Context: an optimization exercise on an open-source flow, tuned for small area. The choices shown serve that exercise and are no tape-out recipe.
RTL that was checked went through simulation tests only; none was proved equivalent to the original.
Power and IR drop assume default switching activity.

// fpadd_top
module fpadd_top (
    input  wire        clk,
    input  wire [31:0] a,
    input  wire [31:0] b,
    output reg  [31:0] y
);
    reg  [31:0] a_q, b_q;
    wire        s_w;
    wire [7:0]  e_w;
    wire [22:0] f_w;
    fp_adder u_add (
        .sign1(a_q[31]), .sign2(b_q[31]),
        .exp1(a_q[30:23]), .exp2(b_q[30:23]),
        .frac1(a_q[22:0]), .frac2(b_q[22:0]),
        .sign_out(s_w), .exp_out(e_w), .frac_out(f_w)
    );
    always @(posedge clk) begin
        a_q <= a;
        b_q <= b;
        y   <= {s_w, e_w, f_w};
    end
endmodule
==> module fp_adder, before the edit <==
module fp_adder(
    input wire sign1,sign2,
    input wire[7:0] exp1,exp2,
    input wire [22:0] frac1,frac2,
    output wire sign_out,
    output wire [7:0] exp_out,
    output wire [22:0] frac_out
);
    wire [8:0] ed  = {1'b0,exp1} - {1'b0,exp2};
    wire       elt = ed[8];                  
    wire       eeq = ~|ed[7:0];
    wire [23:0] ca = {1'b0,frac1} + {1'b0,~frac2};
    wire       fgt = ca[23];
    wire       gt  = eeq ? fgt : ~elt;       
    wire [7:0] eb  = elt ? exp2 : exp1;
    wire [7:0] d   = (ed[7:0] ^ {8{elt}}) + {7'd0,elt};
    wire       hi  = |d[7:5];
    wire        sb = gt ? sign1 : sign2;
    wire [23:0] fb = gt ? {1'b1,frac1} : {1'b1,frac2};
    wire [23:0] fs = gt ? {1'b1,frac2} : {1'b1,frac1};
    wire [23:0] r0 = (d[4] | hi) ? {16'd0, fs[23:16]} : fs;
    wire [23:0] r1 = (d[3] | hi) ? {8'd0, r0[23:8]} : r0;
    wire [23:0] r2 = d[2] ? {4'd0, r1[23:4]} : r1;
    wire [23:0] r3 = d[1] ? {2'd0, r2[23:2]} : r2;
    wire [23:0] fa = d[0] ? {1'd0, r3[23:1]} : r3;
    wire        sub = sign1 ^ sign2;
    wire [24:0] sum = {1'b0,fb} + {sub,fa ^ {24{sub}}} + {24'd0,sub};
    wire [31:0] x = {sum, 7'h00};
    wire [15:0] v1; wire [15:0] c1;
    genvar i;
    for (i=0;i<16;i=i+1) begin: l1
        assign v1[i] = x[2*i+1] | x[2*i];
        assign c1[i] = ~x[2*i+1];
    end
    wire [7:0] v2; wire [15:0] c2;
    for (i=0;i<8;i=i+1) begin: l2
        assign v2[i] = v1[2*i+1] | v1[2*i];
        assign c2[2*i+1:2*i] = v1[2*i+1] ? {1'b0, c1[2*i+1]} : {1'b1, c1[2*i]};
    end
    wire [3:0] v3; wire [11:0] c3;
    for (i=0;i<4;i=i+1) begin: l3
        assign v3[i] = v2[2*i+1] | v2[2*i];
        assign c3[3*i+2:3*i] = v2[2*i+1] ? {1'b0, c2[4*i+3:4*i+2]} : {1'b1, c2[4*i+1:4*i]};
    end
    wire [1:0] v4; wire [7:0] c4;
    for (i=0;i<2;i=i+1) begin: l4
        assign v4[i] = v3[2*i+1] | v3[2*i];
        assign c4[4*i+3:4*i] = v3[2*i+1] ? {1'b0, c3[6*i+5:6*i+3]} : {1'b1, c3[6*i+2:6*i]};
    end
    wire [4:0] z = v4[1] ? {1'b0, c4[7:4]} : {1'b1, c4[3:0]};
    wire [24:0] n0 = z[4] ? {sum[8:0], 16'd0} : sum;
    wire [24:0] n1 = z[3] ? {n0[16:0], 8'd0} : n0;
    wire [24:0] n2 = z[2] ? {n1[20:0], 4'd0} : n1;
    wire [24:0] n3 = z[1] ? {n2[22:0], 2'd0} : n2;
    wire [24:0] n4 = z[0] ? {n3[23:0], 1'd0} : n3;
    wire zero = ~(v4[1] | v4[0]);
    wire [9:0] re9 = {2'b0,eb} + 10'd1 - {5'b0,z};
    wire [7:0] re = re9[7:0];
    wire flush = zero | re9[9];
    assign sign_out = sb & ~zero;
    assign exp_out  = flush ? 8'd0 : re;
    assign frac_out = flush ? 23'd0 : n4[23:1];
endmodule
clock: 11.0 ns
lec_check: 0
cap_margin: 20
core_margin: 2
core_utilization: 55
cts_buf_list: sky130_fd_sc_hd__clkbuf_4 sky130_fd_sc_hd__clkbuf_8
setup_slack_margin: -0.4
slew_margin: 20
standard.sh (not shown) runs the stock make flow with config.mk's settings and CLKGATE_MAP_FILE= SYNTH_SCRIPT=/design/flow/synth_recipe.tcl, a recipe that flattens the netlist after the stock synthesis.
==> flow/flow/run.sh <==
#!/bin/bash
# Own layout flow: the standard ORFS flow (standard.sh), with these changes:
#  - synthesis is ORFS's synth.tcl run through synth_recipe.tcl as usual (same passes, registers,
#    flattening and renaming), except that the combinational logic is mapped with the
#    area-oriented ABC script flow/area.abc, without the Kogge-Stone adder map and without
#    full-adder extraction;
#  - port buffers use sky130_fd_sc_hd__buf_1;
#  - flow/extra.mk adds make variables (one NAME=value per line), e.g. the CTS arguments;
#  - everything else (floorplan, tapcells, PDN, placement, CTS, routing) is the standard flow.
# All tool output goes to flow_make.log here and to ORFS's own logs under orfs/logs.
set -euo pipefail
W=$(pwd)
FLOWDIR=$W/flow
# synthesis script: ORFS synth.tcl with the abc call using our script
sed -e "s|log_cmd abc {\*}\$abc_args|log_cmd abc {*}[lreplace \$abc_args 1 1 $FLOWDIR/area.abc]|" \
  "$FLOW_HOME/scripts/synth.tcl" > "$W/own_synth_core.tcl"
grep -q "$FLOWDIR/area.abc" "$W/own_synth_core.tcl"
sed -e "s|source \$::env(SCRIPTS_DIR)/synth.tcl|source $W/own_synth_core.tcl|" \
  "$W/synth_recipe.tcl" > "$W/own_synth.tcl"
grep -q own_synth_core "$W/own_synth.tcl"
# further make variables, one NAME=value per line
EXTRA=()
if [[ -f "$FLOWDIR/extra.mk" ]]; then mapfile -t EXTRA < <(grep -v '^#' "$FLOWDIR/extra.mk" | grep .); fi
bash "$W/standard.sh" SYNTH_SCRIPT="$W/own_synth.tcl" ADDER_MAP_FILE= \
  SYNTH_OPERATIONS_ARGS="-noshare" BUFFER_PORTS_ARGS="-buffer_cell sky130_fd_sc_hd__buf_1" \
  "${EXTRA[@]}" finish > "$W/flow_make.log" 2>&1
==> flow/flow/area.abc <==
strash
ifraig
dch
amap
topo
stime -c
buffer -c
upsize -D 9000
dnsize -D 9000
==> flow/flow/extra.mk <==
CTS_ARGS=-sink_clustering_enable -repair_clock_nets -dont_use_dummy_load -buf_list {sky130_fd_sc_hd__clkbuf_4 sky130_fd_sc_hd__clkbuf_8}
The starting point ran to the end with no violations.
Then changed:
--- a/flow/design.v
+++ b/flow/design.v
@@ -32,11 +32,11 @@
     wire [8:0] ed  = {1'b0,exp1} - {1'b0,exp2};
     wire       elt = ed[8];                  
     wire       eeq = ~|ed[7:0];
-    wire [23:0] ca = {1'b0,frac1} + {1'b0,~frac2};
+    wire [23:0] ca = {1'b0,frac1} + {1'b0,~frac2};  
     wire       fgt = ca[23];
     wire       gt  = eeq ? fgt : ~elt;       
     wire [7:0] eb  = elt ? exp2 : exp1;
-    wire [7:0] d   = (ed[7:0] ^ {8{elt}}) + {7'd0,elt};
+    wire [7:0] d   = elt ? (exp2 - exp1) : ed[7:0];
     wire       hi  = |d[7:5];
     wire        sb = gt ? sign1 : sign2;
     wire [23:0] fb = gt ? {1'b1,frac1} : {1'b1,frac2};
@@ -76,10 +76,10 @@
     wire [24:0] n2 = z[2] ? {n1[20:0], 4'd0} : n1;
     wire [24:0] n3 = z[1] ? {n2[22:0], 2'd0} : n2;
     wire [24:0] n4 = z[0] ? {n3[23:0], 1'd0} : n3;
-    wire zero = ~(v4[1] | v4[0]);
+    wire zero = ~(v4[1] | v4[0]);               
     wire [9:0] re9 = {2'b0,eb} + 10'd1 - {5'b0,z};
     wire [7:0] re = re9[7:0];
-    wire flush = zero | re9[9];
+    wire flush = zero | re9[9];                 
     assign sign_out = sb & ~zero;
     assign exp_out  = flush ? 8'd0 : re;
     assign frac_out = flush ? 23'd0 : n4[23:1];
Result: The new run went through all stages and came out clean; total power rises by 4.1%; non-clock buffer count falls by 2; clock skew falls by 0.0056 ns; via count rises by 2.7%; clock-buffer cell count does not change.
No functional check of the RTL was part of the first run of this note.

-- re-timing with driven ports --
Ports are ideal in the flow. The routed layouts listed here were re-timed in OpenROAD. Step 1 sets driving cells, clkbuf_16 on the clock port and buf_2 on the other inputs (assumed; they add their load-dependent delay and slew). Step 2 times the ports against the registers' clock, not the clock port: input delays grow and output delays shrink by t, the midpoint of the rising clock arrivals with the driver on. Slacks: no drivers / after step 1 / after step 2; pairs: no drivers / after step 1.
| run | shift t [ns] | slack for setup (ns) | worst hold slack (ns) | clock arrival spread, ns | worst slew at a driven data input, ns |
|---|---|---|---|---|---|
| the first run | 0.406 | 0.515 / 0.515 / 0.515 | 0.620 / 0.620 / 0.620 | 0.026 / 0.026 | 0.04 |
| the second run | 0.417 | 0.586 / 0.586 / 0.586 | 0.580 / 0.580 / 0.580 | 0.021 / 0.020 | 0.04 |
After both steps setup and hold are still met in every run listed.
